This design comes from an exercise in tuning for small area, a short achievable clock period and few clock cycles per item on the open sky130 flow, not from production work.
At most, simulation tests tie the RTL to the original design; equivalence was not proved.
The RTL of run 2 was laid out without a check of its function.

==> design/flow/design.v <==
module multiplier_iterative(
    input clk,
    input logic valid_in,
    input logic[31:0] a,
    input logic[31:0] b,
    output logic valid_out,
    output logic[63:0] r
);
    logic [31:0] mc;                    
    logic [2:0] n;                      
    logic [63:0] x;                     
    logic [6:0] p;                      
    wire [3:0] ga = {|a[31:25], |a[31:17], |a[31:9], |a[31:1]};
    wire [3:0] gb = {|b[31:25], |b[31:17], |b[31:9], |b[31:1]};
    wire [3:0] ha = {|a[31:24], |a[31:16], |a[31:8], |a[31:0]};
    wire [3:0] hb = {|b[31:24], |b[31:16], |b[31:8], |b[31:0]};
    wire la = |(ha & ~ga);              
    wire lb = |(hb & ~gb);
    wire swap = |(ga & ~gb);            
    wire [3:0] gm = ga & gb;
    wire [31:0] mp = swap ? b : a;
    wire [31:0] mcs = swap ? a : b;
    wire lm = swap ? lb : la;
    logic [63:0] start;
    always @(*) begin
        if (gm[3])      start = {mp, 32'd0};
        else if (gm[2]) start = {mp[23:0], 40'd0};
        else if (gm[1]) start = {mp[15:0], 48'd0};
        else if (gm[0]) start = {mp[7:0], 56'd0};
        else            start = 64'd0;
        if (lm) start[31:0] = mcs;
    end
    wire [2:0] nm = {1'b0, gm[0]} + {1'b0, gm[1]} + {1'b0, gm[2]} + {1'b0, gm[3]};
    wire [31:0] pp0 = x[56] ? mc : 32'd0;
    wire [31:0] pp1 = x[57] ? mc : 32'd0;
    wire [31:0] pp2 = x[58] ? mc : 32'd0;
    wire [31:0] pp3 = x[59] ? mc : 32'd0;
    wire [31:0] pp4 = x[60] ? mc : 32'd0;
    wire [31:0] pp5 = x[61] ? mc : 32'd0;
    wire [31:0] pp6 = x[62] ? mc : 32'd0;
    wire [31:0] pp7 = x[63] ? mc : 32'd0;
    wire hs0 = pp0[6] ^ pp1[5];
    wire hc0 = pp0[6] & pp1[5];
    wire fs0 = pp0[7] ^ pp1[6] ^ pp2[5];
    wire fc0 = (pp0[7] & pp1[6]) | (pp0[7] & pp2[5]) | (pp1[6] & pp2[5]);
    wire hs1 = pp3[4] ^ pp4[3];
    wire hc1 = pp3[4] & pp4[3];
    wire fs1 = x[0] ^ pp0[8] ^ pp1[7];
    wire fc1 = (x[0] & pp0[8]) | (x[0] & pp1[7]) | (pp0[8] & pp1[7]);
    wire fs2 = pp2[6] ^ pp3[5] ^ pp4[4];
    wire fc2 = (pp2[6] & pp3[5]) | (pp2[6] & pp4[4]) | (pp3[5] & pp4[4]);
    wire hs2 = pp5[3] ^ pp6[2];
    wire hc2 = pp5[3] & pp6[2];
    wire fs3 = x[1] ^ pp0[9] ^ pp1[8];
    wire fc3 = (x[1] & pp0[9]) | (x[1] & pp1[8]) | (pp0[9] & pp1[8]);
    wire fs4 = pp2[7] ^ pp3[6] ^ pp4[5];
    wire fc4 = (pp2[7] & pp3[6]) | (pp2[7] & pp4[5]) | (pp3[6] & pp4[5]);
    wire fs5 = pp5[4] ^ pp6[3] ^ pp7[2];
    wire fc5 = (pp5[4] & pp6[3]) | (pp5[4] & pp7[2]) | (pp6[3] & pp7[2]);
    wire fs6 = x[2] ^ pp0[10] ^ pp1[9];
    wire fc6 = (x[2] & pp0[10]) | (x[2] & pp1[9]) | (pp0[10] & pp1[9]);
    wire fs7 = pp2[8] ^ pp3[7] ^ pp4[6];
    wire fc7 = (pp2[8] & pp3[7]) | (pp2[8] & pp4[6]) | (pp3[7] & pp4[6]);
    wire fs8 = pp5[5] ^ pp6[4] ^ pp7[3];
    wire fc8 = (pp5[5] & pp6[4]) | (pp5[5] & pp7[3]) | (pp6[4] & pp7[3]);
    wire fs9 = x[3] ^ pp0[11] ^ pp1[10];
    wire fc9 = (x[3] & pp0[11]) | (x[3] & pp1[10]) | (pp0[11] & pp1[10]);
    wire fs10 = pp2[9] ^ pp3[8] ^ pp4[7];
    wire fc10 = (pp2[9] & pp3[8]) | (pp2[9] & pp4[7]) | (pp3[8] & pp4[7]);
    wire fs11 = pp5[6] ^ pp6[5] ^ pp7[4];
    wire fc11 = (pp5[6] & pp6[5]) | (pp5[6] & pp7[4]) | (pp6[5] & pp7[4]);
    wire fs12 = x[4] ^ pp0[12] ^ pp1[11];
    wire fc12 = (x[4] & pp0[12]) | (x[4] & pp1[11]) | (pp0[12] & pp1[11]);
    wire fs13 = pp2[10] ^ pp3[9] ^ pp4[8];
    wire fc13 = (pp2[10] & pp3[9]) | (pp2[10] & pp4[8]) | (pp3[9] & pp4[8]);
    wire fs14 = pp5[7] ^ pp6[6] ^ pp7[5];
    wire fc14 = (pp5[7] & pp6[6]) | (pp5[7] & pp7[5]) | (pp6[6] & pp7[5]);
    wire fs15 = x[5] ^ pp0[13] ^ pp1[12];
    wire fc15 = (x[5] & pp0[13]) | (x[5] & pp1[12]) | (pp0[13] & pp1[12]);
    wire fs16 = pp2[11] ^ pp3[10] ^ pp4[9];
    wire fc16 = (pp2[11] & pp3[10]) | (pp2[11] & pp4[9]) | (pp3[10] & pp4[9]);
    wire fs17 = pp5[8] ^ pp6[7] ^ pp7[6];
    wire fc17 = (pp5[8] & pp6[7]) | (pp5[8] & pp7[6]) | (pp6[7] & pp7[6]);
    wire fs18 = x[6] ^ pp0[14] ^ pp1[13];
    wire fc18 = (x[6] & pp0[14]) | (x[6] & pp1[13]) | (pp0[14] & pp1[13]);
    wire fs19 = pp2[12] ^ pp3[11] ^ pp4[10];
    wire fc19 = (pp2[12] & pp3[11]) | (pp2[12] & pp4[10]) | (pp3[11] & pp4[10]);
    wire fs20 = pp5[9] ^ pp6[8] ^ pp7[7];
    wire fc20 = (pp5[9] & pp6[8]) | (pp5[9] & pp7[7]) | (pp6[8] & pp7[7]);
    wire fs21 = x[7] ^ pp0[15] ^ pp1[14];
    wire fc21 = (x[7] & pp0[15]) | (x[7] & pp1[14]) | (pp0[15] & pp1[14]);
    wire fs22 = pp2[13] ^ pp3[12] ^ pp4[11];
    wire fc22 = (pp2[13] & pp3[12]) | (pp2[13] & pp4[11]) | (pp3[12] & pp4[11]);
    wire fs23 = pp5[10] ^ pp6[9] ^ pp7[8];
    wire fc23 = (pp5[10] & pp6[9]) | (pp5[10] & pp7[8]) | (pp6[9] & pp7[8]);
    wire fs24 = x[8] ^ pp0[16] ^ pp1[15];
    wire fc24 = (x[8] & pp0[16]) | (x[8] & pp1[15]) | (pp0[16] & pp1[15]);
    wire fs25 = pp2[14] ^ pp3[13] ^ pp4[12];
    wire fc25 = (pp2[14] & pp3[13]) | (pp2[14] & pp4[12]) | (pp3[13] & pp4[12]);
    wire fs26 = pp5[11] ^ pp6[10] ^ pp7[9];
    wire fc26 = (pp5[11] & pp6[10]) | (pp5[11] & pp7[9]) | (pp6[10] & pp7[9]);
    wire fs27 = x[9] ^ pp0[17] ^ pp1[16];
    wire fc27 = (x[9] & pp0[17]) | (x[9] & pp1[16]) | (pp0[17] & pp1[16]);
    wire fs28 = pp2[15] ^ pp3[14] ^ pp4[13];
    wire fc28 = (pp2[15] & pp3[14]) | (pp2[15] & pp4[13]) | (pp3[14] & pp4[13]);
    wire fs29 = pp5[12] ^ pp6[11] ^ pp7[10];
    wire fc29 = (pp5[12] & pp6[11]) | (pp5[12] & pp7[10]) | (pp6[11] & pp7[10]);
    wire fs30 = x[10] ^ pp0[18] ^ pp1[17];
    wire fc30 = (x[10] & pp0[18]) | (x[10] & pp1[17]) | (pp0[18] & pp1[17]);
    wire fs31 = pp2[16] ^ pp3[15] ^ pp4[14];
    wire fc31 = (pp2[16] & pp3[15]) | (pp2[16] & pp4[14]) | (pp3[15] & pp4[14]);
    wire fs32 = pp5[13] ^ pp6[12] ^ pp7[11];
    wire fc32 = (pp5[13] & pp6[12]) | (pp5[13] & pp7[11]) | (pp6[12] & pp7[11]);
    wire fs33 = x[11] ^ pp0[19] ^ pp1[18];
    wire fc33 = (x[11] & pp0[19]) | (x[11] & pp1[18]) | (pp0[19] & pp1[18]);
    wire fs34 = pp2[17] ^ pp3[16] ^ pp4[15];
    wire fc34 = (pp2[17] & pp3[16]) | (pp2[17] & pp4[15]) | (pp3[16] & pp4[15]);
    wire fs35 = pp5[14] ^ pp6[13] ^ pp7[12];
    wire fc35 = (pp5[14] & pp6[13]) | (pp5[14] & pp7[12]) | (pp6[13] & pp7[12]);
    wire fs36 = x[12] ^ pp0[20] ^ pp1[19];
    wire fc36 = (x[12] & pp0[20]) | (x[12] & pp1[19]) | (pp0[20] & pp1[19]);
    wire fs37 = pp2[18] ^ pp3[17] ^ pp4[16];
    wire fc37 = (pp2[18] & pp3[17]) | (pp2[18] & pp4[16]) | (pp3[17] & pp4[16]);
    wire fs38 = pp5[15] ^ pp6[14] ^ pp7[13];
    wire fc38 = (pp5[15] & pp6[14]) | (pp5[15] & pp7[13]) | (pp6[14] & pp7[13]);
    wire fs39 = x[13] ^ pp0[21] ^ pp1[20];
    wire fc39 = (x[13] & pp0[21]) | (x[13] & pp1[20]) | (pp0[21] & pp1[20]);
    wire fs40 = pp2[19] ^ pp3[18] ^ pp4[17];
    wire fc40 = (pp2[19] & pp3[18]) | (pp2[19] & pp4[17]) | (pp3[18] & pp4[17]);
    wire fs41 = pp5[16] ^ pp6[15] ^ pp7[14];
    wire fc41 = (pp5[16] & pp6[15]) | (pp5[16] & pp7[14]) | (pp6[15] & pp7[14]);
    wire fs42 = x[14] ^ pp0[22] ^ pp1[21];
    wire fc42 = (x[14] & pp0[22]) | (x[14] & pp1[21]) | (pp0[22] & pp1[21]);
    wire fs43 = pp2[20] ^ pp3[19] ^ pp4[18];
    wire fc43 = (pp2[20] & pp3[19]) | (pp2[20] & pp4[18]) | (pp3[19] & pp4[18]);
    wire fs44 = pp5[17] ^ pp6[16] ^ pp7[15];
    wire fc44 = (pp5[17] & pp6[16]) | (pp5[17] & pp7[15]) | (pp6[16] & pp7[15]);
    wire fs45 = x[15] ^ pp0[23] ^ pp1[22];
    wire fc45 = (x[15] & pp0[23]) | (x[15] & pp1[22]) | (pp0[23] & pp1[22]);
    wire fs46 = pp2[21] ^ pp3[20] ^ pp4[19];
    wire fc46 = (pp2[21] & pp3[20]) | (pp2[21] & pp4[19]) | (pp3[20] & pp4[19]);
    wire fs47 = pp5[18] ^ pp6[17] ^ pp7[16];
    wire fc47 = (pp5[18] & pp6[17]) | (pp5[18] & pp7[16]) | (pp6[17] & pp7[16]);
    wire fs48 = x[16] ^ pp0[24] ^ pp1[23];
    wire fc48 = (x[16] & pp0[24]) | (x[16] & pp1[23]) | (pp0[24] & pp1[23]);
    wire fs49 = pp2[22] ^ pp3[21] ^ pp4[20];
    wire fc49 = (pp2[22] & pp3[21]) | (pp2[22] & pp4[20]) | (pp3[21] & pp4[20]);
    wire fs50 = pp5[19] ^ pp6[18] ^ pp7[17];
    wire fc50 = (pp5[19] & pp6[18]) | (pp5[19] & pp7[17]) | (pp6[18] & pp7[17]);
    wire fs51 = x[17] ^ pp0[25] ^ pp1[24];
    wire fc51 = (x[17] & pp0[25]) | (x[17] & pp1[24]) | (pp0[25] & pp1[24]);
    wire fs52 = pp2[23] ^ pp3[22] ^ pp4[21];
    wire fc52 = (pp2[23] & pp3[22]) | (pp2[23] & pp4[21]) | (pp3[22] & pp4[21]);
    wire fs53 = pp5[20] ^ pp6[19] ^ pp7[18];
    wire fc53 = (pp5[20] & pp6[19]) | (pp5[20] & pp7[18]) | (pp6[19] & pp7[18]);
    wire fs54 = x[18] ^ pp0[26] ^ pp1[25];
    wire fc54 = (x[18] & pp0[26]) | (x[18] & pp1[25]) | (pp0[26] & pp1[25]);
    wire fs55 = pp2[24] ^ pp3[23] ^ pp4[22];
    wire fc55 = (pp2[24] & pp3[23]) | (pp2[24] & pp4[22]) | (pp3[23] & pp4[22]);
    wire fs56 = pp5[21] ^ pp6[20] ^ pp7[19];
    wire fc56 = (pp5[21] & pp6[20]) | (pp5[21] & pp7[19]) | (pp6[20] & pp7[19]);
    wire fs57 = x[19] ^ pp0[27] ^ pp1[26];
    wire fc57 = (x[19] & pp0[27]) | (x[19] & pp1[26]) | (pp0[27] & pp1[26]);
    wire fs58 = pp2[25] ^ pp3[24] ^ pp4[23];
    wire fc58 = (pp2[25] & pp3[24]) | (pp2[25] & pp4[23]) | (pp3[24] & pp4[23]);
    wire fs59 = pp5[22] ^ pp6[21] ^ pp7[20];
    wire fc59 = (pp5[22] & pp6[21]) | (pp5[22] & pp7[20]) | (pp6[21] & pp7[20]);
    wire fs60 = x[20] ^ pp0[28] ^ pp1[27];
    wire fc60 = (x[20] & pp0[28]) | (x[20] & pp1[27]) | (pp0[28] & pp1[27]);
    wire fs61 = pp2[26] ^ pp3[25] ^ pp4[24];
    wire fc61 = (pp2[26] & pp3[25]) | (pp2[26] & pp4[24]) | (pp3[25] & pp4[24]);
    wire fs62 = pp5[23] ^ pp6[22] ^ pp7[21];
    wire fc62 = (pp5[23] & pp6[22]) | (pp5[23] & pp7[21]) | (pp6[22] & pp7[21]);
    wire fs63 = x[21] ^ pp0[29] ^ pp1[28];
    wire fc63 = (x[21] & pp0[29]) | (x[21] & pp1[28]) | (pp0[29] & pp1[28]);
    wire fs64 = pp2[27] ^ pp3[26] ^ pp4[25];
    wire fc64 = (pp2[27] & pp3[26]) | (pp2[27] & pp4[25]) | (pp3[26] & pp4[25]);
    wire fs65 = pp5[24] ^ pp6[23] ^ pp7[22];
    wire fc65 = (pp5[24] & pp6[23]) | (pp5[24] & pp7[22]) | (pp6[23] & pp7[22]);
    wire fs66 = x[22] ^ pp0[30] ^ pp1[29];
    wire fc66 = (x[22] & pp0[30]) | (x[22] & pp1[29]) | (pp0[30] & pp1[29]);
    wire fs67 = pp2[28] ^ pp3[27] ^ pp4[26];
    wire fc67 = (pp2[28] & pp3[27]) | (pp2[28] & pp4[26]) | (pp3[27] & pp4[26]);
    wire fs68 = pp5[25] ^ pp6[24] ^ pp7[23];
    wire fc68 = (pp5[25] & pp6[24]) | (pp5[25] & pp7[23]) | (pp6[24] & pp7[23]);
    wire fs69 = x[23] ^ pp0[31] ^ pp1[30];
    wire fc69 = (x[23] & pp0[31]) | (x[23] & pp1[30]) | (pp0[31] & pp1[30]);
    wire fs70 = pp2[29] ^ pp3[28] ^ pp4[27];
    wire fc70 = (pp2[29] & pp3[28]) | (pp2[29] & pp4[27]) | (pp3[28] & pp4[27]);
    wire fs71 = pp5[26] ^ pp6[25] ^ pp7[24];
    wire fc71 = (pp5[26] & pp6[25]) | (pp5[26] & pp7[24]) | (pp6[25] & pp7[24]);
    wire fs72 = x[24] ^ pp1[31] ^ pp2[30];
    wire fc72 = (x[24] & pp1[31]) | (x[24] & pp2[30]) | (pp1[31] & pp2[30]);
    wire fs73 = pp3[29] ^ pp4[28] ^ pp5[27];
    wire fc73 = (pp3[29] & pp4[28]) | (pp3[29] & pp5[27]) | (pp4[28] & pp5[27]);
    wire hs3 = pp6[26] ^ pp7[25];
    wire hc3 = pp6[26] & pp7[25];
    wire fs74 = x[25] ^ pp2[31] ^ pp3[30];
    wire fc74 = (x[25] & pp2[31]) | (x[25] & pp3[30]) | (pp2[31] & pp3[30]);
    wire fs75 = pp4[29] ^ pp5[28] ^ pp6[27];
    wire fc75 = (pp4[29] & pp5[28]) | (pp4[29] & pp6[27]) | (pp5[28] & pp6[27]);
    wire fs76 = x[26] ^ pp3[31] ^ pp4[30];
    wire fc76 = (x[26] & pp3[31]) | (x[26] & pp4[30]) | (pp3[31] & pp4[30]);
    wire hs4 = pp0[4] ^ pp1[3];
    wire hc4 = pp0[4] & pp1[3];
    wire fs77 = pp0[5] ^ pp1[4] ^ pp2[3];
    wire fc77 = (pp0[5] & pp1[4]) | (pp0[5] & pp2[3]) | (pp1[4] & pp2[3]);
    wire hs5 = pp3[2] ^ pp4[1];
    wire hc5 = pp3[2] & pp4[1];
    wire fs78 = hs0 ^ pp2[4] ^ pp3[3];
    wire fc78 = (hs0 & pp2[4]) | (hs0 & pp3[3]) | (pp2[4] & pp3[3]);
    wire fs79 = pp4[2] ^ pp5[1] ^ pp6[0];
    wire fc79 = (pp4[2] & pp5[1]) | (pp4[2] & pp6[0]) | (pp5[1] & pp6[0]);
    wire fs80 = fs0 ^ hs1 ^ pp5[2];
    wire fc80 = (fs0 & hs1) | (fs0 & pp5[2]) | (hs1 & pp5[2]);
    wire fs81 = pp6[1] ^ pp7[0] ^ hc0;
    wire fc81 = (pp6[1] & pp7[0]) | (pp6[1] & hc0) | (pp7[0] & hc0);
    wire fs82 = fs1 ^ fs2 ^ hs2;
    wire fc82 = (fs1 & fs2) | (fs1 & hs2) | (fs2 & hs2);
    wire fs83 = pp7[1] ^ fc0 ^ hc1;
    wire fc83 = (pp7[1] & fc0) | (pp7[1] & hc1) | (fc0 & hc1);
    wire fs84 = fs3 ^ fs4 ^ fs5;
    wire fc84 = (fs3 & fs4) | (fs3 & fs5) | (fs4 & fs5);
    wire fs85 = fc1 ^ fc2 ^ hc2;
    wire fc85 = (fc1 & fc2) | (fc1 & hc2) | (fc2 & hc2);
    wire fs86 = fs6 ^ fs7 ^ fs8;
    wire fc86 = (fs6 & fs7) | (fs6 & fs8) | (fs7 & fs8);
    wire fs87 = fc3 ^ fc4 ^ fc5;
    wire fc87 = (fc3 & fc4) | (fc3 & fc5) | (fc4 & fc5);
    wire fs88 = fs9 ^ fs10 ^ fs11;
    wire fc88 = (fs9 & fs10) | (fs9 & fs11) | (fs10 & fs11);
    wire fs89 = fc6 ^ fc7 ^ fc8;
    wire fc89 = (fc6 & fc7) | (fc6 & fc8) | (fc7 & fc8);
    wire fs90 = fs12 ^ fs13 ^ fs14;
    wire fc90 = (fs12 & fs13) | (fs12 & fs14) | (fs13 & fs14);
    wire fs91 = fc9 ^ fc10 ^ fc11;
    wire fc91 = (fc9 & fc10) | (fc9 & fc11) | (fc10 & fc11);
    wire fs92 = fs15 ^ fs16 ^ fs17;
    wire fc92 = (fs15 & fs16) | (fs15 & fs17) | (fs16 & fs17);
    wire fs93 = fc12 ^ fc13 ^ fc14;
    wire fc93 = (fc12 & fc13) | (fc12 & fc14) | (fc13 & fc14);
    wire fs94 = fs18 ^ fs19 ^ fs20;
    wire fc94 = (fs18 & fs19) | (fs18 & fs20) | (fs19 & fs20);
    wire fs95 = fc15 ^ fc16 ^ fc17;
    wire fc95 = (fc15 & fc16) | (fc15 & fc17) | (fc16 & fc17);
    wire fs96 = fs21 ^ fs22 ^ fs23;
    wire fc96 = (fs21 & fs22) | (fs21 & fs23) | (fs22 & fs23);
    wire fs97 = fc18 ^ fc19 ^ fc20;
    wire fc97 = (fc18 & fc19) | (fc18 & fc20) | (fc19 & fc20);
    wire fs98 = fs24 ^ fs25 ^ fs26;
    wire fc98 = (fs24 & fs25) | (fs24 & fs26) | (fs25 & fs26);
    wire fs99 = fc21 ^ fc22 ^ fc23;
    wire fc99 = (fc21 & fc22) | (fc21 & fc23) | (fc22 & fc23);
    wire fs100 = fs27 ^ fs28 ^ fs29;
    wire fc100 = (fs27 & fs28) | (fs27 & fs29) | (fs28 & fs29);
    wire fs101 = fc24 ^ fc25 ^ fc26;
    wire fc101 = (fc24 & fc25) | (fc24 & fc26) | (fc25 & fc26);
    wire fs102 = fs30 ^ fs31 ^ fs32;
    wire fc102 = (fs30 & fs31) | (fs30 & fs32) | (fs31 & fs32);
    wire fs103 = fc27 ^ fc28 ^ fc29;
    wire fc103 = (fc27 & fc28) | (fc27 & fc29) | (fc28 & fc29);
    wire fs104 = fs33 ^ fs34 ^ fs35;
    wire fc104 = (fs33 & fs34) | (fs33 & fs35) | (fs34 & fs35);
    wire fs105 = fc30 ^ fc31 ^ fc32;
    wire fc105 = (fc30 & fc31) | (fc30 & fc32) | (fc31 & fc32);
    wire fs106 = fs36 ^ fs37 ^ fs38;
    wire fc106 = (fs36 & fs37) | (fs36 & fs38) | (fs37 & fs38);
    wire fs107 = fc33 ^ fc34 ^ fc35;
    wire fc107 = (fc33 & fc34) | (fc33 & fc35) | (fc34 & fc35);
    wire fs108 = fs39 ^ fs40 ^ fs41;
    wire fc108 = (fs39 & fs40) | (fs39 & fs41) | (fs40 & fs41);
    wire fs109 = fc36 ^ fc37 ^ fc38;
    wire fc109 = (fc36 & fc37) | (fc36 & fc38) | (fc37 & fc38);
    wire fs110 = fs42 ^ fs43 ^ fs44;
    wire fc110 = (fs42 & fs43) | (fs42 & fs44) | (fs43 & fs44);
    wire fs111 = fc39 ^ fc40 ^ fc41;
    wire fc111 = (fc39 & fc40) | (fc39 & fc41) | (fc40 & fc41);
    wire fs112 = fs45 ^ fs46 ^ fs47;
    wire fc112 = (fs45 & fs46) | (fs45 & fs47) | (fs46 & fs47);
    wire fs113 = fc42 ^ fc43 ^ fc44;
    wire fc113 = (fc42 & fc43) | (fc42 & fc44) | (fc43 & fc44);
    wire fs114 = fs48 ^ fs49 ^ fs50;
    wire fc114 = (fs48 & fs49) | (fs48 & fs50) | (fs49 & fs50);
    wire fs115 = fc45 ^ fc46 ^ fc47;
    wire fc115 = (fc45 & fc46) | (fc45 & fc47) | (fc46 & fc47);
    wire fs116 = fs51 ^ fs52 ^ fs53;
    wire fc116 = (fs51 & fs52) | (fs51 & fs53) | (fs52 & fs53);
    wire fs117 = fc48 ^ fc49 ^ fc50;
    wire fc117 = (fc48 & fc49) | (fc48 & fc50) | (fc49 & fc50);
    wire fs118 = fs54 ^ fs55 ^ fs56;
    wire fc118 = (fs54 & fs55) | (fs54 & fs56) | (fs55 & fs56);
    wire fs119 = fc51 ^ fc52 ^ fc53;
    wire fc119 = (fc51 & fc52) | (fc51 & fc53) | (fc52 & fc53);
    wire fs120 = fs57 ^ fs58 ^ fs59;
    wire fc120 = (fs57 & fs58) | (fs57 & fs59) | (fs58 & fs59);
    wire fs121 = fc54 ^ fc55 ^ fc56;
    wire fc121 = (fc54 & fc55) | (fc54 & fc56) | (fc55 & fc56);
    wire fs122 = fs60 ^ fs61 ^ fs62;
    wire fc122 = (fs60 & fs61) | (fs60 & fs62) | (fs61 & fs62);
    wire fs123 = fc57 ^ fc58 ^ fc59;
    wire fc123 = (fc57 & fc58) | (fc57 & fc59) | (fc58 & fc59);
    wire fs124 = fs63 ^ fs64 ^ fs65;
    wire fc124 = (fs63 & fs64) | (fs63 & fs65) | (fs64 & fs65);
    wire fs125 = fc60 ^ fc61 ^ fc62;
    wire fc125 = (fc60 & fc61) | (fc60 & fc62) | (fc61 & fc62);
    wire fs126 = fs66 ^ fs67 ^ fs68;
    wire fc126 = (fs66 & fs67) | (fs66 & fs68) | (fs67 & fs68);
    wire fs127 = fc63 ^ fc64 ^ fc65;
    wire fc127 = (fc63 & fc64) | (fc63 & fc65) | (fc64 & fc65);
    wire fs128 = fs69 ^ fs70 ^ fs71;
    wire fc128 = (fs69 & fs70) | (fs69 & fs71) | (fs70 & fs71);
    wire fs129 = fc66 ^ fc67 ^ fc68;
    wire fc129 = (fc66 & fc67) | (fc66 & fc68) | (fc67 & fc68);
    wire fs130 = fs72 ^ fs73 ^ hs3;
    wire fc130 = (fs72 & fs73) | (fs72 & hs3) | (fs73 & hs3);
    wire fs131 = fc69 ^ fc70 ^ fc71;
    wire fc131 = (fc69 & fc70) | (fc69 & fc71) | (fc70 & fc71);
    wire fs132 = fs74 ^ fs75 ^ pp7[26];
    wire fc132 = (fs74 & fs75) | (fs74 & pp7[26]) | (fs75 & pp7[26]);
    wire fs133 = fc72 ^ fc73 ^ hc3;
    wire fc133 = (fc72 & fc73) | (fc72 & hc3) | (fc73 & hc3);
    wire fs134 = fs76 ^ pp5[29] ^ pp6[28];
    wire fc134 = (fs76 & pp5[29]) | (fs76 & pp6[28]) | (pp5[29] & pp6[28]);
    wire fs135 = pp7[27] ^ fc74 ^ fc75;
    wire fc135 = (pp7[27] & fc74) | (pp7[27] & fc75) | (fc74 & fc75);
    wire fs136 = x[27] ^ pp4[31] ^ pp5[30];
    wire fc136 = (x[27] & pp4[31]) | (x[27] & pp5[30]) | (pp4[31] & pp5[30]);
    wire fs137 = pp6[29] ^ pp7[28] ^ fc76;
    wire fc137 = (pp6[29] & pp7[28]) | (pp6[29] & fc76) | (pp7[28] & fc76);
    wire fs138 = x[28] ^ pp5[31] ^ pp6[30];
    wire fc138 = (x[28] & pp5[31]) | (x[28] & pp6[30]) | (pp5[31] & pp6[30]);
    wire hs6 = pp0[3] ^ pp1[2];
    wire hc6 = pp0[3] & pp1[2];
    wire fs139 = hs4 ^ pp2[2] ^ pp3[1];
    wire fc139 = (hs4 & pp2[2]) | (hs4 & pp3[1]) | (pp2[2] & pp3[1]);
    wire fs140 = fs77 ^ hs5 ^ pp5[0];
    wire fc140 = (fs77 & hs5) | (fs77 & pp5[0]) | (hs5 & pp5[0]);
    wire fs141 = fs78 ^ fs79 ^ fc77;
    wire fc141 = (fs78 & fs79) | (fs78 & fc77) | (fs79 & fc77);
    wire fs142 = fs80 ^ fs81 ^ fc78;
    wire fc142 = (fs80 & fs81) | (fs80 & fc78) | (fs81 & fc78);
    wire fs143 = fs82 ^ fs83 ^ fc80;
    wire fc143 = (fs82 & fs83) | (fs82 & fc80) | (fs83 & fc80);
    wire fs144 = fs84 ^ fs85 ^ fc82;
    wire fc144 = (fs84 & fs85) | (fs84 & fc82) | (fs85 & fc82);
    wire fs145 = fs86 ^ fs87 ^ fc84;
    wire fc145 = (fs86 & fs87) | (fs86 & fc84) | (fs87 & fc84);
    wire fs146 = fs88 ^ fs89 ^ fc86;
    wire fc146 = (fs88 & fs89) | (fs88 & fc86) | (fs89 & fc86);
    wire fs147 = fs90 ^ fs91 ^ fc88;
    wire fc147 = (fs90 & fs91) | (fs90 & fc88) | (fs91 & fc88);
    wire fs148 = fs92 ^ fs93 ^ fc90;
    wire fc148 = (fs92 & fs93) | (fs92 & fc90) | (fs93 & fc90);
    wire fs149 = fs94 ^ fs95 ^ fc92;
    wire fc149 = (fs94 & fs95) | (fs94 & fc92) | (fs95 & fc92);
    wire fs150 = fs96 ^ fs97 ^ fc94;
    wire fc150 = (fs96 & fs97) | (fs96 & fc94) | (fs97 & fc94);
    wire fs151 = fs98 ^ fs99 ^ fc96;
    wire fc151 = (fs98 & fs99) | (fs98 & fc96) | (fs99 & fc96);
    wire fs152 = fs100 ^ fs101 ^ fc98;
    wire fc152 = (fs100 & fs101) | (fs100 & fc98) | (fs101 & fc98);
    wire fs153 = fs102 ^ fs103 ^ fc100;
    wire fc153 = (fs102 & fs103) | (fs102 & fc100) | (fs103 & fc100);
    wire fs154 = fs104 ^ fs105 ^ fc102;
    wire fc154 = (fs104 & fs105) | (fs104 & fc102) | (fs105 & fc102);
    wire fs155 = fs106 ^ fs107 ^ fc104;
    wire fc155 = (fs106 & fs107) | (fs106 & fc104) | (fs107 & fc104);
    wire fs156 = fs108 ^ fs109 ^ fc106;
    wire fc156 = (fs108 & fs109) | (fs108 & fc106) | (fs109 & fc106);
    wire fs157 = fs110 ^ fs111 ^ fc108;
    wire fc157 = (fs110 & fs111) | (fs110 & fc108) | (fs111 & fc108);
    wire fs158 = fs112 ^ fs113 ^ fc110;
    wire fc158 = (fs112 & fs113) | (fs112 & fc110) | (fs113 & fc110);
    wire fs159 = fs114 ^ fs115 ^ fc112;
    wire fc159 = (fs114 & fs115) | (fs114 & fc112) | (fs115 & fc112);
    wire fs160 = fs116 ^ fs117 ^ fc114;
    wire fc160 = (fs116 & fs117) | (fs116 & fc114) | (fs117 & fc114);
    wire fs161 = fs118 ^ fs119 ^ fc116;
    wire fc161 = (fs118 & fs119) | (fs118 & fc116) | (fs119 & fc116);
    wire fs162 = fs120 ^ fs121 ^ fc118;
    wire fc162 = (fs120 & fs121) | (fs120 & fc118) | (fs121 & fc118);
    wire fs163 = fs122 ^ fs123 ^ fc120;
    wire fc163 = (fs122 & fs123) | (fs122 & fc120) | (fs123 & fc120);
    wire fs164 = fs124 ^ fs125 ^ fc122;
    wire fc164 = (fs124 & fs125) | (fs124 & fc122) | (fs125 & fc122);
    wire fs165 = fs126 ^ fs127 ^ fc124;
    wire fc165 = (fs126 & fs127) | (fs126 & fc124) | (fs127 & fc124);
    wire fs166 = fs128 ^ fs129 ^ fc126;
    wire fc166 = (fs128 & fs129) | (fs128 & fc126) | (fs129 & fc126);
    wire fs167 = fs130 ^ fs131 ^ fc128;
    wire fc167 = (fs130 & fs131) | (fs130 & fc128) | (fs131 & fc128);
    wire fs168 = fs132 ^ fs133 ^ fc130;
    wire fc168 = (fs132 & fs133) | (fs132 & fc130) | (fs133 & fc130);
    wire fs169 = fs134 ^ fs135 ^ fc132;
    wire fc169 = (fs134 & fs135) | (fs134 & fc132) | (fs135 & fc132);
    wire fs170 = fs136 ^ fs137 ^ fc134;
    wire fc170 = (fs136 & fs137) | (fs136 & fc134) | (fs137 & fc134);
    wire fs171 = fs138 ^ pp7[29] ^ fc136;
    wire fc171 = (fs138 & pp7[29]) | (fs138 & fc136) | (pp7[29] & fc136);
    wire fs172 = x[29] ^ pp6[31] ^ pp7[30];
    wire fc172 = (x[29] & pp6[31]) | (x[29] & pp7[30]) | (pp6[31] & pp7[30]);
    wire hs7 = pp0[2] ^ pp1[1];
    wire hc7 = pp0[2] & pp1[1];
    wire fs173 = hs6 ^ pp2[1] ^ pp3[0];
    wire fc173 = (hs6 & pp2[1]) | (hs6 & pp3[0]) | (pp2[1] & pp3[0]);
    wire fs174 = fs139 ^ pp4[0] ^ hc6;
    wire fc174 = (fs139 & pp4[0]) | (fs139 & hc6) | (pp4[0] & hc6);
    wire fs175 = fs140 ^ hc4 ^ fc139;
    wire fc175 = (fs140 & hc4) | (fs140 & fc139) | (hc4 & fc139);
    wire fs176 = fs141 ^ hc5 ^ fc140;
    wire fc176 = (fs141 & hc5) | (fs141 & fc140) | (hc5 & fc140);
    wire fs177 = fs142 ^ fc79 ^ fc141;
    wire fc177 = (fs142 & fc79) | (fs142 & fc141) | (fc79 & fc141);
    wire fs178 = fs143 ^ fc81 ^ fc142;
    wire fc178 = (fs143 & fc81) | (fs143 & fc142) | (fc81 & fc142);
    wire fs179 = fs144 ^ fc83 ^ fc143;
    wire fc179 = (fs144 & fc83) | (fs144 & fc143) | (fc83 & fc143);
    wire fs180 = fs145 ^ fc85 ^ fc144;
    wire fc180 = (fs145 & fc85) | (fs145 & fc144) | (fc85 & fc144);
    wire fs181 = fs146 ^ fc87 ^ fc145;
    wire fc181 = (fs146 & fc87) | (fs146 & fc145) | (fc87 & fc145);
    wire fs182 = fs147 ^ fc89 ^ fc146;
    wire fc182 = (fs147 & fc89) | (fs147 & fc146) | (fc89 & fc146);
    wire fs183 = fs148 ^ fc91 ^ fc147;
    wire fc183 = (fs148 & fc91) | (fs148 & fc147) | (fc91 & fc147);
    wire fs184 = fs149 ^ fc93 ^ fc148;
    wire fc184 = (fs149 & fc93) | (fs149 & fc148) | (fc93 & fc148);
    wire fs185 = fs150 ^ fc95 ^ fc149;
    wire fc185 = (fs150 & fc95) | (fs150 & fc149) | (fc95 & fc149);
    wire fs186 = fs151 ^ fc97 ^ fc150;
    wire fc186 = (fs151 & fc97) | (fs151 & fc150) | (fc97 & fc150);
    wire fs187 = fs152 ^ fc99 ^ fc151;
    wire fc187 = (fs152 & fc99) | (fs152 & fc151) | (fc99 & fc151);
    wire fs188 = fs153 ^ fc101 ^ fc152;
    wire fc188 = (fs153 & fc101) | (fs153 & fc152) | (fc101 & fc152);
    wire fs189 = fs154 ^ fc103 ^ fc153;
    wire fc189 = (fs154 & fc103) | (fs154 & fc153) | (fc103 & fc153);
    wire fs190 = fs155 ^ fc105 ^ fc154;
    wire fc190 = (fs155 & fc105) | (fs155 & fc154) | (fc105 & fc154);
    wire fs191 = fs156 ^ fc107 ^ fc155;
    wire fc191 = (fs156 & fc107) | (fs156 & fc155) | (fc107 & fc155);
    wire fs192 = fs157 ^ fc109 ^ fc156;
    wire fc192 = (fs157 & fc109) | (fs157 & fc156) | (fc109 & fc156);
    wire fs193 = fs158 ^ fc111 ^ fc157;
    wire fc193 = (fs158 & fc111) | (fs158 & fc157) | (fc111 & fc157);
    wire fs194 = fs159 ^ fc113 ^ fc158;
    wire fc194 = (fs159 & fc113) | (fs159 & fc158) | (fc113 & fc158);
    wire fs195 = fs160 ^ fc115 ^ fc159;
    wire fc195 = (fs160 & fc115) | (fs160 & fc159) | (fc115 & fc159);
    wire fs196 = fs161 ^ fc117 ^ fc160;
    wire fc196 = (fs161 & fc117) | (fs161 & fc160) | (fc117 & fc160);
    wire fs197 = fs162 ^ fc119 ^ fc161;
    wire fc197 = (fs162 & fc119) | (fs162 & fc161) | (fc119 & fc161);
    wire fs198 = fs163 ^ fc121 ^ fc162;
    wire fc198 = (fs163 & fc121) | (fs163 & fc162) | (fc121 & fc162);
    wire fs199 = fs164 ^ fc123 ^ fc163;
    wire fc199 = (fs164 & fc123) | (fs164 & fc163) | (fc123 & fc163);
    wire fs200 = fs165 ^ fc125 ^ fc164;
    wire fc200 = (fs165 & fc125) | (fs165 & fc164) | (fc125 & fc164);
    wire fs201 = fs166 ^ fc127 ^ fc165;
    wire fc201 = (fs166 & fc127) | (fs166 & fc165) | (fc127 & fc165);
    wire fs202 = fs167 ^ fc129 ^ fc166;
    wire fc202 = (fs167 & fc129) | (fs167 & fc166) | (fc129 & fc166);
    wire fs203 = fs168 ^ fc131 ^ fc167;
    wire fc203 = (fs168 & fc131) | (fs168 & fc167) | (fc131 & fc167);
    wire fs204 = fs169 ^ fc133 ^ fc168;
    wire fc204 = (fs169 & fc133) | (fs169 & fc168) | (fc133 & fc168);
    wire fs205 = fs170 ^ fc135 ^ fc169;
    wire fc205 = (fs170 & fc135) | (fs170 & fc169) | (fc135 & fc169);
    wire fs206 = fs171 ^ fc137 ^ fc170;
    wire fc206 = (fs171 & fc137) | (fs171 & fc170) | (fc137 & fc170);
    wire fs207 = fs172 ^ fc138 ^ fc171;
    wire fc207 = (fs172 & fc138) | (fs172 & fc171) | (fc138 & fc171);
    wire fs208 = x[30] ^ pp7[31] ^ fc172;
    wire fc208 = (x[30] & pp7[31]) | (x[30] & fc172) | (pp7[31] & fc172);
    wire [40:0] s = {1'b0, x[31], fs208, fs207, fs206, fs205, fs204, fs203, fs202, fs201, fs200, fs199, fs198, fs197, fs196, fs195, fs194, fs193, fs192, fs191, fs190, fs189, fs188, fs187, fs186, fs185, fs184, fs183, fs182, fs181, fs180, fs179, fs178, fs177, fs176, fs175, fs174, fs173, hs7, pp0[1], pp0[0]};
    wire [40:0] c = {1'b0, fc208, fc207, fc206, fc205, fc204, fc203, fc202, fc201, fc200, fc199, fc198, fc197, fc196, fc195, fc194, fc193, fc192, fc191, fc190, fc189, fc188, fc187, fc186, fc185, fc184, fc183, fc182, fc181, fc180, fc179, fc178, fc177, fc176, fc175, fc174, fc173, hc7, pp2[0], pp1[0], 1'b0};
    function automatic [8:0] add8(input [7:0] u, input [7:0] v, input ci);
        logic [7:0] g, t, gg, tt;
        integer k, m;
        g = u & v;
        t = u ^ v;
        g[0] = g[0] | (t[0] & ci);
        gg = g;
        tt = t;
        for (m = 1; m < 8; m = m * 2)
            for (k = 7; k >= m; k = k - 1) begin
                gg[k] = gg[k] | (tt[k] & gg[k-m]);
                tt[k] = tt[k] & tt[k-m];
            end
        add8 = {gg[7], t ^ {gg[6:0], ci}};
    endfunction
    wire [8:0] s0 = add8(s[7:0], c[7:0], 1'b0);
    wire [8:0] s1 = add8(s[15:8], c[15:8], 1'b0);
    wire [8:0] s2 = add8(s[23:16], c[23:16], p[0]);
    wire [8:0] s3 = add8(s[31:24], c[31:24], p[1]);
    wire [8:0] s4 = add8(s[39:32], c[39:32], p[2]);
    wire [8:0] s5 = add8(x[39:32], {7'd0, s[40] | c[40]}, p[3]);    
    wire [8:0] s6 = add8(x[47:40], 8'd0, p[4]);
    wire [8:0] s7 = add8(x[55:48], 8'd0, p[5]);
    assign r = x + {p[6], 7'd0, p[5], 7'd0, p[4], 7'd0, p[3], 7'd0, p[2], 7'd0, p[1], 7'd0, p[0], 8'd0};
    always_ff @(posedge clk) begin
        if (valid_in) begin
            mc <= mcs;
            x <= start;
            p <= 7'd0;
            n <= nm;
            valid_out <= !gm[0];
        end else if (!valid_out) begin
            x <= {s7[7:0], s6[7:0], s5[7:0], s4[7:0], s3[7:0], s2[7:0], s1[7:0], s0[7:0]};
            p <= {s6[8], s5[8], s4[8], s3[8], s2[8], s1[8], s0[8]};
            n <= n - 1'b1;
            if (n == 3'd1) valid_out <= 1'b1;
        end
    end
endmodule
==> design/flow/flow/run.sh <==
#!/bin/bash
# Standard layout, with one netlist step between synthesis and floorplan:
# fapol.py flips full adders (a full adder is self-dual) so that fewer
# inverters are needed between them. Registers are not touched.
set -euo pipefail
R=orfs/results/${FLOW_PLATFORM}/multiplier_iterative/base
bash standard.sh synth > synth.log 2>&1
cp "$R/1_2_yosys.v" yosys_netlist.v
python3 flow/fapol.py yosys_netlist.v "$R/1_2_yosys.v" > fapol.log 2>&1
touch "$R/1_2_yosys.v"
rm -f "$R/1_synth.odb" "$R/1_synth.sdc"
bash standard.sh synth > synth_odb.log 2>&1
bash standard.sh > layout.log 2>&1
==> design/flow/flow/fapol.py <==
#!/usr/bin/env python3
"""Remove inverters between full adders in a mapped sky130 netlist.

A full adder is self-dual: FA(~a, ~b, ~c) = (~sum, ~cout). So each full adder
may be flipped to work on complemented inputs and give complemented outputs.
This picks, for every fa cell, whether to flip it so that as few inverters as
possible are needed, then rewires the netlist. Registers and every other cell
are left as they are; the logic function is unchanged.

usage: fapol.py IN.v OUT.v
"""
import re
import sys

OUT_PINS = {"X", "Y", "Q", "Q_N", "SUM", "COUT", "HI", "LO"}
INV_RE = re.compile(r"^sky130_fd_sc_hd__(inv|clkinv)_\d+$")
FA_RE = re.compile(r"^sky130_fd_sc_hd__fa_\d+$")
CELL_RE = re.compile(r"^\s*(sky130_fd_sc_hd__\w+)\s+(\S+)\s*\((.*?)\);\s*$", re.S | re.M)
PIN_RE = re.compile(r"\.(\w+)\(\s*([^()]*?)\s*\)")


def main(src, dst):
    text = re.sub(r"\(\*.*?\*\)", "", open(src).read())
    m_start = text.index("module ")
    m_end = text.rindex("endmodule")
    body = text[m_start:m_end]

    cells = []   # [type, name, {pin: net}]
    spans = []
    for m in CELL_RE.finditer(body):
        pins = {p: n for p, n in PIN_RE.findall(m.group(3))}
        cells.append([m.group(1), m.group(2), pins])
        spans.append((m.start(), m.end()))
    # text without cells: header, declarations, assigns
    rest = []
    last = 0
    for s, e in spans:
        rest.append(body[last:s])
        last = e
    rest.append(body[last:])
    rest_text = "".join(rest)

    def idents(s):
        return set(re.findall(r"\\\S+|[A-Za-z_][\w$]*(?:\[\d+\])?", s))
    header_end = rest_text.index(";")
    pinned = set()
    for line in rest_text.split(";"):
        ls = line.strip()
        if ls.startswith("assign"):
            pinned |= idents(ls[len("assign"):])
    port_names = set()
    for line in rest_text.split(";"):
        ls = line.strip()
        if ls.startswith("output") or ls.startswith("input"):
            nm = ls.split()[-1]
            port_names.add(nm)
    def is_pinned(net):
        if net in pinned:
            return True
        base = re.sub(r"\[\d+\]$", "", net)
        return base in port_names or net in port_names or base in pinned

    drv = {}
    loads = {}
    for ci, (typ, name, pins) in enumerate(cells):
        for p, n in pins.items():
            if p in OUT_PINS:
                drv[n] = (ci, p)
            else:
                loads.setdefault(n, []).append((ci, p))

    fas = [ci for ci, c in enumerate(cells) if FA_RE.match(c[0])]
    is_inv = [bool(INV_RE.match(c[0])) for c in cells]

    # literal seen at a net: (base net, inverted)
    def literal(net):
        d = drv.get(net)
        if d is not None and is_inv[d[0]] and not is_pinned(net):
            return cells[d[0]][2]["A"], 1
        return net, 0

    # managed base nets: FA outputs and FA input bases
    fa_of_out = {}
    for f in fas:
        for p in ("SUM", "COUT"):
            fa_of_out[cells[f][2][p]] = f
    managed = set(fa_of_out)
    fa_in = {}
    for f in fas:
        lits = {}
        for p in ("A", "B", "CIN"):
            lits[p] = literal(cells[f][2][p])
            managed.add(lits[p][0])
        fa_in[f] = lits

    # removable inverters: driven by a managed net, output not pinned
    removable = set()
    for ci, c in enumerate(cells):
        if is_inv[ci] and c[2]["A"] in managed and not is_pinned(c[2]["Y"]):
            removable.add(ci)

    # consumers of each managed base net: list of (kind, data, need_inv)
    #   kind 'fa': data = (f, pin), need = lit_inv xor p_f
    #   kind 'fix': data = (ci, pin), need fixed
    cons = {n: [] for n in managed}
    for n in managed:
        for ci, p in loads.get(n, []):
            if ci in removable:
                for cj, pj in loads.get(cells[ci][2]["Y"], []):
                    if FA_RE.match(cells[cj][0]) and pj in ("A", "B", "CIN"):
                        cons[n].append(("fa", (cj, pj), 1))
                    else:
                        cons[n].append(("fix", (cj, pj), 1))
            elif FA_RE.match(cells[ci][0]) and p in ("A", "B", "CIN"):
                cons[n].append(("fa", (ci, p), 0))
            else:
                cons[n].append(("fix", (ci, p), 0))
        if is_pinned(n):
            cons[n].append(("pin", None, 0))

    pol = {f: 0 for f in fas}

    # gates that can be swapped for their complement: cell -> (other, extra area)
    FLIP = {"nand2_1": ("and2_1", 2.5), "and2_1": ("nand2_1", -2.5),
            "nor2_1": ("or2_1", 2.5), "or2_1": ("nor2_1", -2.5),
            "xor2_1": ("xnor2_1", 0.0), "xnor2_1": ("xor2_1", 0.0)}
    src_of = {}
    for n in managed:
        d = drv.get(n)
        if d is None or n in fa_of_out or is_pinned(n):
            continue
        short = cells[d[0]][0].replace("sky130_fd_sc_hd__", "")
        if short in FLIP:
            src_of[n] = d[0]
            pol[d[0]] = 0
    gates = sorted(set(src_of.values()))

    def phys(n):
        f = fa_of_out.get(n)
        if f is not None:
            return pol[f]
        g = src_of.get(n)
        return pol[g] if g is not None else 0

    def gate_cost(g):
        short = cells[g][0].replace("sky130_fd_sc_hd__", "")
        return FLIP[short][1] / 3.75 if pol[g] else 0.0

    def need(c):
        kind, data, inv = c
        if kind == "fa":
            return inv ^ pol[data[0]]
        return inv

    def cost(n):
        ph = phys(n)
        if is_pinned(n) and ph:
            return 1000
        return 1 if any(need(c) != ph for c in cons[n] if c[0] != "pin") else 0

    nets_of_fa = {}
    for n in managed:
        for c in cons[n]:
            if c[0] == "fa":
                nets_of_fa.setdefault(c[1][0], set()).add(n)
    for n, f in fa_of_out.items():
        nets_of_fa.setdefault(f, set()).add(n)
    for n, g in src_of.items():
        nets_of_fa.setdefault(g, set()).add(n)
    movers = fas + gates

    def local(v):
        c = sum(cost(n) for n in nets_of_fa.get(v, ()))
        return c + (gate_cost(v) if v in src_of.values() else 0.0)

    before = len(removable)

    def descend():
        improved = True
        rounds = 0
        while improved and rounds < 100:
            improved = False
            rounds += 1
            for f in movers:
                old = local(f)
                pol[f] ^= 1
                new = local(f)
                if new < old - 1e-9:
                    improved = True
                else:
                    pol[f] ^= 1
        return sum(cost(n) for n in managed) + sum(gate_cost(g) for g in gates)

    import math
    import random
    rng = random.Random(1)
    cur = descend()
    best, best_pol = cur, dict(pol)
    temp = 2.0
    steps = 400 * len(movers)
    for it in range(steps):
        f = movers[rng.randrange(len(movers))]
        old = local(f)
        pol[f] ^= 1
        delta = local(f) - old
        if delta <= 0 or rng.random() < math.exp(-delta / temp):
            cur += delta
            if cur < best:
                best, best_pol = cur, dict(pol)
        else:
            pol[f] ^= 1
        temp = max(0.02, 2.0 * (1 - it / steps))
    pol.update(best_pol)
    descend()

    # rebuild connections
    new_cells = []
    inv_net = {}
    counter = [0]

    def inverted(n):
        if n not in inv_net:
            counter[0] += 1
            y = f"fapol_n{counter[0]}"
            inv_net[n] = y
            new_cells.append(["sky130_fd_sc_hd__inv_1", f"fapol_i{counter[0]}", {"A": n, "Y": y}])
        return inv_net[n]

    for n in managed:
        ph = phys(n)
        for c in cons[n]:
            if c[0] == "pin":
                if ph != 0:
                    raise SystemExit("pinned net would change polarity: " + n)
                continue
            want = need(c)
            ci, p = c[1]
            cells[ci][2][p] = n if want == ph else inverted(n)
    # flipped FAs: their inputs were already rewired through need() (which
    # includes pol); outputs keep their net names, now carrying the complement
    for g in gates:
        if pol[g]:
            short = cells[g][0].replace("sky130_fd_sc_hd__", "")
            cells[g][0] = "sky130_fd_sc_hd__" + FLIP[short][0]
            pins = cells[g][2]
            if "X" in pins:
                pins["Y"] = pins.pop("X")
            else:
                pins["X"] = pins.pop("Y")
    kept = [c for ci, c in enumerate(cells) if ci not in removable]
    allc = kept + new_cells

    def fmt(c):
        typ, name, pins = c
        ps = ",\n".join(f"    .{p}({n}{' ' if n.startswith(chr(92)) else ''})" for p, n in pins.items())
        return f"  {typ} {name} (\n{ps}\n  );\n"

    decl = "".join(f"  wire {y};\n" for y in inv_net.values())
    # insert declarations after the module header's first ';'
    hdr = rest_text[: header_end + 1]
    tail = rest_text[header_end + 1:]
    out = text[:m_start] + hdr + "\n" + decl + tail.rstrip() + "\n" + "".join(fmt(c) for c in allc) + text[m_end:]
    open(dst, "w").write(out)
    print(f"fapol: {len(fas)} full adders, {sum(pol[f] for f in fas)} flipped, "
          f"{sum(pol[g] for g in gates)} of {len(gates)} gates swapped; "
          f"inverters on managed nets {before} -> {len(inv_net)}", file=sys.stderr)


if __name__ == "__main__":
    main(sys.argv[1], sys.argv[2])
==> design/flow/standard.sh <==
#!/bin/bash
# synth_recipe.tcl (not shown) runs the flow's synth.tcl, then flattens the netlist and writes it again
# the make line also repeats each setting of config.mk as NAME=value (left out here)
make -C /OpenROAD-flow-scripts/flow DESIGN_CONFIG=/design/flow/config.mk WORK_HOME=/design/flow/orfs CLKGATE_MAP_FILE= SYNTH_SCRIPT=/design/flow/synth_recipe.tcl "${@:-finish}"
==> design/flow/config.mk <==
export PLATFORM = sky130hd
export DESIGN_NAME = multiplier_iterative
export DESIGN_NICKNAME = multiplier_iterative
export VERILOG_FILES = /design/flow/design.v
export SDC_FILE = /design/flow/constraint.sdc
export NUM_CORES = 4
export LEC_CHECK = 0
export CAP_MARGIN = 20
export CORE_MARGIN = 2
export CORE_UTILIZATION = 60
export SLEW_MARGIN = 20
==> design/flow/constraint.sdc <==
create_clock -name core_clock -period 6.0 [get_ports {clk}]
set_input_delay 1.2000 -clock core_clock [delete_from_list [all_inputs] [get_ports {clk}]]
set_output_delay 1.2000 -clock core_clock [all_outputs]
set_load 0.01 [all_outputs]
==> results.cfg, run 1 <==
[clocking]
clk_latency_ns = 0.37
cts_made_buffers = 9
cts.htree.levels = 3
root_buffer = clkbuf_16
cts_hold_buf = 0
tritoncts = built
cts_sinks = 107
clkTransAtPathRegs_ns = 0.08
postCtsSetupBuffers = 0
cts_resized = 0
clk_path_buf_depth = 2

[setup_path]
cp-startpoint = x[60]$_DFFE_PP_
critPathTopFamily = adder cells
r2r_start = x[60]$_DFFE_PP_
path_class = reg2reg
critPathCaptureType = register
cp.arrival_ns = 5.68
worstPathCellList = buf_12 -> nand2_1 -> fa_1 -> fa_1 -> fa_1 -> fa_1 -> fa_1 -> fa_1 -> nor2b_1 -> o21ai_0 -> a21boi_0 -> o21ai_0 -> a21oi_1 -> o21ai_0 -> a221oi_1
critPathMaxStageDelay_ns = 0.67
path_common_cell = fa_1
crit_path_start_kind = register
worstPathMaxFanout = 26
path_buf_inv = 1
cp.required_ns = 6.27
slowest_stage = edfxtp_1

[floorplan]
die-area_um2 = 25070
core_area_um2 = 23400
num_rows = 56
pin_count = 131
die_y_um = 158.3
die_x_um = 158.3
start_util = 0.6107

[timing]
relSlewSlack = 0.3600
rsz0062_at_grt = false
maxSlewViolCount = 0
max_freq_ghz = 0.1847
fin_skew_ns = 0.01793
tightest_slew_ns = 0.9600
finalSetupTns_ns = 0
fin_crit_ns = 5.414
setup_viol = 0
period_share = 0.9023
hold_viol_final = 0

[logic_synthesis]
syn_inst = 1433
avgSynthCellArea_um2 = 9.973
syn_area_um2 = 14290
synth_fp_nets = 1776
yosysWarnings = 1

[min_path]
hold_start = p[6]$_SDFFE_PP0N_
min_path_type = reg2reg

[layout]
final_nets = 1864
syn2layout_area_growth_pct = 13.26
fin_area_um2 = 16190
drive_above_1_share = 0.04260
diodes = 0

[place]
hpwlAfterDp_um = 34420
portBuffers = 130
postPlaceCellArea_um2 = 15880
gp_congestion = 1.025

[detailed_routing]
firstDrtPassIters = 6
via_per_inst = 6.365
drc = 0
wl_per_cell_um = 24.12
drt_first_iter_violations = 1422
routed_wl_um = 44500
ant_nets = 0
vias = 11744

[grt]
grt_pass1_wl_um = 68170
antenna_found_initial = 1
grtUsageTotal = 0.3696
grt_pass1_vias = 11702
grt_max_degree = 68
grt_overflow = 0

[run_status]
status = finished clean

[run]
drv_cap = 0
==> tightest hold or removal path, stage by stage, from the launching register on <==
cell	delay [ns]
dfxtp_1	0.33
a21oi_1	0.07
nor2_1	0.08
==> state kept, by name, summed over array words and instances, names as in the netlist <==
| signal | flops |
|---|---|
| mc | 32 |
| n | 3 |
| p | 7 |
| valid_out | 1 |
| x | 64 |
==> per-layer routing <==
| layer | track usage | vias up | share of wire |
|---|---|---|---|
| met5 | 0 | - | 0.00027 |
| met4 | 0.1321 | 2 | 0.033 |
| met3 | 0.08057 | 110 | 0.12 |
| met2 | 0.5487 | 782 | 0.44 |
| met1 | 0.5384 | 5823 | 0.41 |
| li1 | - | 5027 | - |
==> area by class of cell <==
| type | instances | area [µm²] |
|---|---|---|
| timing repair buffer | 160 | 1549 |
| clock inverter | 6 | 72.57 |
| inverter | 139 | 521.8 |
| clock buffer | 10 | 239.0 |
| tap | 319 | 399.1 |
| sequential | 107 | 3133 |
| fill | 1882 | 7216 |
| multi-input combinational | 1104 | 10270 |
==> placed cells by master, fill, tap and decap left out, drive strengths merged, types with 29 or more instances in the layout <==
master         count
fa               218
nand2            180
inv              140
and2             134
clkdlybuf4s50    129
edfxtp            99
ha                59
xnor2             54
nor2              52
a21oi             42
mux2i             38
xor2              32
buf               31
o21ai             29
==> per-stage QoR <==
step	setup slack, ns	cells	util	hold slack [ns]
2_1_floorplan	1.082	1433	-	0.4500
3_3_place_gp	0.8004	1829	0.6784	0.4840
3_5_place_dp	0.7026	1829	0.6784	0.4913
4_1_cts	0.6945	1845	0.6917	0.5022
5_1_grt	0.3310	1845	0.6917	0.5152
6_report	0.5864	1845	0.6917	0.5091
==> path summary, 6_finish.rpt <==
path | slack (ns) | depth (start not counted) | end
setup / recovery | 0.59 | 15 | p[3]$_SDFFE_PP0N_
hold / removal | 0.51 | 2 | p[6]$_SDFFE_PP0N_
setup reg to reg | 0.59 | 15 | p[3]$_SDFFE_PP0N_
hold reg to reg | 0.51 | 2 | p[6]$_SDFFE_PP0N_
Testbench counts, summed over its fixed seeds: cycles 61,899, items 24,000.
==> run 2, diff against run 1 <==
--- a/design/flow/design.v
+++ b/design/flow/design.v
@@ -10,6 +10,7 @@
     logic [2:0] n;                      
     logic [63:0] x;                     
     logic [6:0] p;                      
+    logic [7:0] d;                      
     wire [3:0] ga = {|a[31:25], |a[31:17], |a[31:9], |a[31:1]};
     wire [3:0] gb = {|b[31:25], |b[31:17], |b[31:9], |b[31:1]};
     wire [3:0] ha = {|a[31:24], |a[31:16], |a[31:8], |a[31:0]};
@@ -31,14 +32,14 @@
         if (lm) start[31:0] = mcs;
     end
     wire [2:0] nm = {1'b0, gm[0]} + {1'b0, gm[1]} + {1'b0, gm[2]} + {1'b0, gm[3]};
-    wire [31:0] pp0 = x[56] ? mc : 32'd0;
-    wire [31:0] pp1 = x[57] ? mc : 32'd0;
-    wire [31:0] pp2 = x[58] ? mc : 32'd0;
-    wire [31:0] pp3 = x[59] ? mc : 32'd0;
-    wire [31:0] pp4 = x[60] ? mc : 32'd0;
-    wire [31:0] pp5 = x[61] ? mc : 32'd0;
-    wire [31:0] pp6 = x[62] ? mc : 32'd0;
-    wire [31:0] pp7 = x[63] ? mc : 32'd0;
+    wire [31:0] pp0 = {x[56] ? mc[31:16] : 16'd0, d[0] ? mc[15:0] : 16'd0};
+    wire [31:0] pp1 = {x[57] ? mc[31:16] : 16'd0, d[1] ? mc[15:0] : 16'd0};
+    wire [31:0] pp2 = {x[58] ? mc[31:16] : 16'd0, d[2] ? mc[15:0] : 16'd0};
+    wire [31:0] pp3 = {x[59] ? mc[31:16] : 16'd0, d[3] ? mc[15:0] : 16'd0};
+    wire [31:0] pp4 = {x[60] ? mc[31:16] : 16'd0, d[4] ? mc[15:0] : 16'd0};
+    wire [31:0] pp5 = {x[61] ? mc[31:16] : 16'd0, d[5] ? mc[15:0] : 16'd0};
+    wire [31:0] pp6 = {x[62] ? mc[31:16] : 16'd0, d[6] ? mc[15:0] : 16'd0};
+    wire [31:0] pp7 = {x[63] ? mc[31:16] : 16'd0, d[7] ? mc[15:0] : 16'd0};
     wire hs0 = pp0[6] ^ pp1[5];
     wire hc0 = pp0[6] & pp1[5];
     wire fs0 = pp0[7] ^ pp1[6] ^ pp2[5];
@@ -503,11 +504,13 @@
         if (valid_in) begin
             mc <= mcs;
             x <= start;
+            d <= start[63:56];
             p <= 7'd0;
             n <= nm;
             valid_out <= !gm[0];
         end else if (!valid_out) begin
             x <= {s7[7:0], s6[7:0], s5[7:0], s4[7:0], s3[7:0], s2[7:0], s1[7:0], s0[7:0]};
+            d <= x[55:48];
             p <= {s6[8], s5[8], s4[8], s3[8], s2[8], s1[8], s0[8]};
             n <= n - 1'b1;
             if (n == 3'd1) valid_out <= 1'b1;
==> run 2 against run 1 <==
Effect of this change:
- still clean on timing, DRC and antenna
- global-route usage down 0.56 points
- clock-buffer cell count rose by 9
- non-clock buffer count decreased by 15
- first-iteration DRC count fell by 15%
- die area is 3.8% higher
- routed wire length up 1.5%
- sequential share of layout area is 0.59 points higher
- core utilization rose by 0.36 points
- critical path type is now reg2out
- critical endpoint is now r[54]
- highest routed layer is now met4
==> results.cfg, run 2 <==
[run_status]
status = finished clean

[run]
drv_cap = 0

[floorplan]
core_area_um2 = 24320
num_rows = 57
die-area_um2 = 26020
pin_count = 131
start_util = 0.6104
die_y_um = 161.3
die_x_um = 161.3

[timing]
fin_crit_ns = 5.416
rsz0062_at_grt = false
finalSetupTns_ns = 0
tightest_slew_ns = 1.013
max_freq_ghz = 0.1846
relSlewSlack = 0.3246
maxSlewViolCount = 0
setup_viol = 0
fin_skew_ns = 0.01475
period_share = 0.9027
fin_ws_ns = 0.5835
hold_viol_final = 0

[grt]
grtUsageTotal = 0.3640
use_met2 = 0.5328
grt_overflow = 0
grt-busiest-layer = met1
grt_pass1_wl_um = 70990
use_met1 = 0.5444
grt_use_met3 = 0.07216
antenna_found_initial = 0
grt_max_degree = 74
grt_pass1_vias = 12346

[detailed_routing]
drt_first_iter_violations = 1207
firstDrtPassIters = 6
routed_wl_um = 45180
vias = 11970
drc = 0
wl_per_cell_um = 23.74
ant_nets = 0
via_per_inst = 6.290

[clocking]
clk_path_buf_depth = 2
tritoncts = built
cts_made_buffers = 17
postCtsSetupBuffers = 0
root_buffer = clkbuf_16
clkTransAtPathRegs_ns = 0.06
cts_sinks = 115
clk_latency_ns = 0.42
cts.htree.levels = 4
cts_resized = 0
cts_hold_buf = 0

[setup_path]
cp.arrival_ns = 4.22
path_common_cell = ha_1
cp.required_ns = 4.80
path_class = reg2out
path_buf_inv = 1
critPathTopFamily = compound AO/OA/AOI/OAI gates
critPathMaxStageDelay_ns = 0.59
worstPathMaxFanout = 6
crit_path_start_kind = register
slowest_stage = clkdlybuf4s50_1
critPathCaptureType = output port
worstPathCellList = ha_1 -> ha_1 -> and2_1 -> a41o_1 -> a21oi_1 -> o21ai_1 -> a41oi_1 -> nand2b_1 -> xnor2_1 -> clkdlybuf4s50_1

[min_path]
min_path_type = reg2reg

[layout]
largestRegisters = x x64, mc x32, d x8
final_nets = 1911
utilization = 0.6953
fillCellCount = 1898
final_cell_count_no_fill = 1903
layout_commonest_cell = fa_1
diodes = 0
final_cell_mix = 218 x fa_1, 195 x nand2_1, 136 x and2_1, 136 x inv_1, 129 x clkdlybuf4s50_1
largest_reg_flops = 64
drive_above_1_share = 0.04940
syn2layout_area_growth_pct = 13.90
largest-register = x

[logic_synthesis]
yosysWarnings = 1
syn_area_um2 = 14850
syn_inst = 1479
synth_fp_nets = 1822
avgSynthCellArea_um2 = 10.04

[place]
portBuffers = 130
gp_congestion = 0.9749
place_inst = 1872
dp_slack_ns = 0.6482
hpwlAfterDp_um = 35030
==> run 2: cell count changes in the layout (fill, tap and decap cells not counted), sizes merged, moves of 6 or more <==
cell / before / now
edfxtp: 99 / 107
o22ai: 22 / 31
nand3: 25 / 32
a41oi: 4 / 13
mux2i: 38 / 44
buf: 31 / 16
clkbuf: 10 / 19
nand2b: 2 / 8
a31oi: 16 / 10
nor2: 52 / 61
nand2: 180 / 196
nor4: 11 / 21
==> run 2: final timing paths <==
kind	startpoint	cells after the start	end	slack, ns
setup / recovery	x[8]$_DFFE_PP_	10	r[54]	0.58
hold / removal	p[4]$_SDFFE_PP0N_	2	p[4]$_SDFFE_PP0N_	0.50
setup reg to reg	x[59]$_DFFE_PP_	15	x[39]$_DFFE_PP_	0.60
hold reg to reg	p[4]$_SDFFE_PP0N_	2	p[4]$_SDFFE_PP0N_	0.50
==> run 2: tightest hold or removal path, delay by kind of cell, from the launching register on <==
kind            cells  cell delay (ns)
flops               1             0.32
compound gates      1             0.07
buf+inv             1             0.05
==> run 2: area by class of cell <==
| type | instances | area (µm²) | share of cell area |
|---|---|---|---|
| clock buffers | 19 | 452.9 | 0.02679 |
| clock inverters | 11 | 136.4 | 0.008066 |
| inverters | 136 | 510.5 | 0.03019 |
| multi-input cells | 1153 | 10610 | 0.6276 |
| flip-flops and latches | 115 | 3373 | 0.1995 |
| well taps | 324 | 405.4 | 0.02398 |
| repair buffers | 145 | 1419 | 0.08391 |
==> run 2: metrics by stage <==
stage	hold WS, ns	area (µm²)
global placement	0.4699	16300
floorplan	0.4447	14850
global route	0.5286	16910
finish	0.4969	16910
CTS	0.4948	16890
detailed placement	0.4811	16300
==> run 2: metal layers <==
metal	share of wire	wire [µm]	vias to the layer above
met5	0	0	-
met4	0.035	1599	0
met3	0.11	5018	120
met2	0.43	19510	765
met1	0.42	19060	5888
li1	-	-	5197

[what the ideal ports hide]
No port has a modelled driver above. Below, the same layouts with a new extraction and two added sets of constraints.
Step 1, drivers: a clkbuf_16 drives clk and a buf_2 each remaining input, both assumed.
Step 2 moves the port delays by t, midway between the first and last clock arrival at a register: inputs arrive t later, outputs are due t later. That takes back most of the time a late clock gives input paths.
a / b / c = ideal ports / drivers / drivers and shift; a / b = the first two.
| run | t (ns) | setup slack, ns | worst setup path at the end | worst slew at a driven data input, ns | cell pins on the clock port's net |
|---|---|---|---|---|---|
| run 1 | 0.412 | 0.586 / 0.586 / 0.586 | register to register | 0.04 | 1 |
| run 2 | 0.459 | 0.584 / 0.534 / 0.604 | register to register | 0.04 | 1 |
After both steps setup and hold are still met in every run listed.
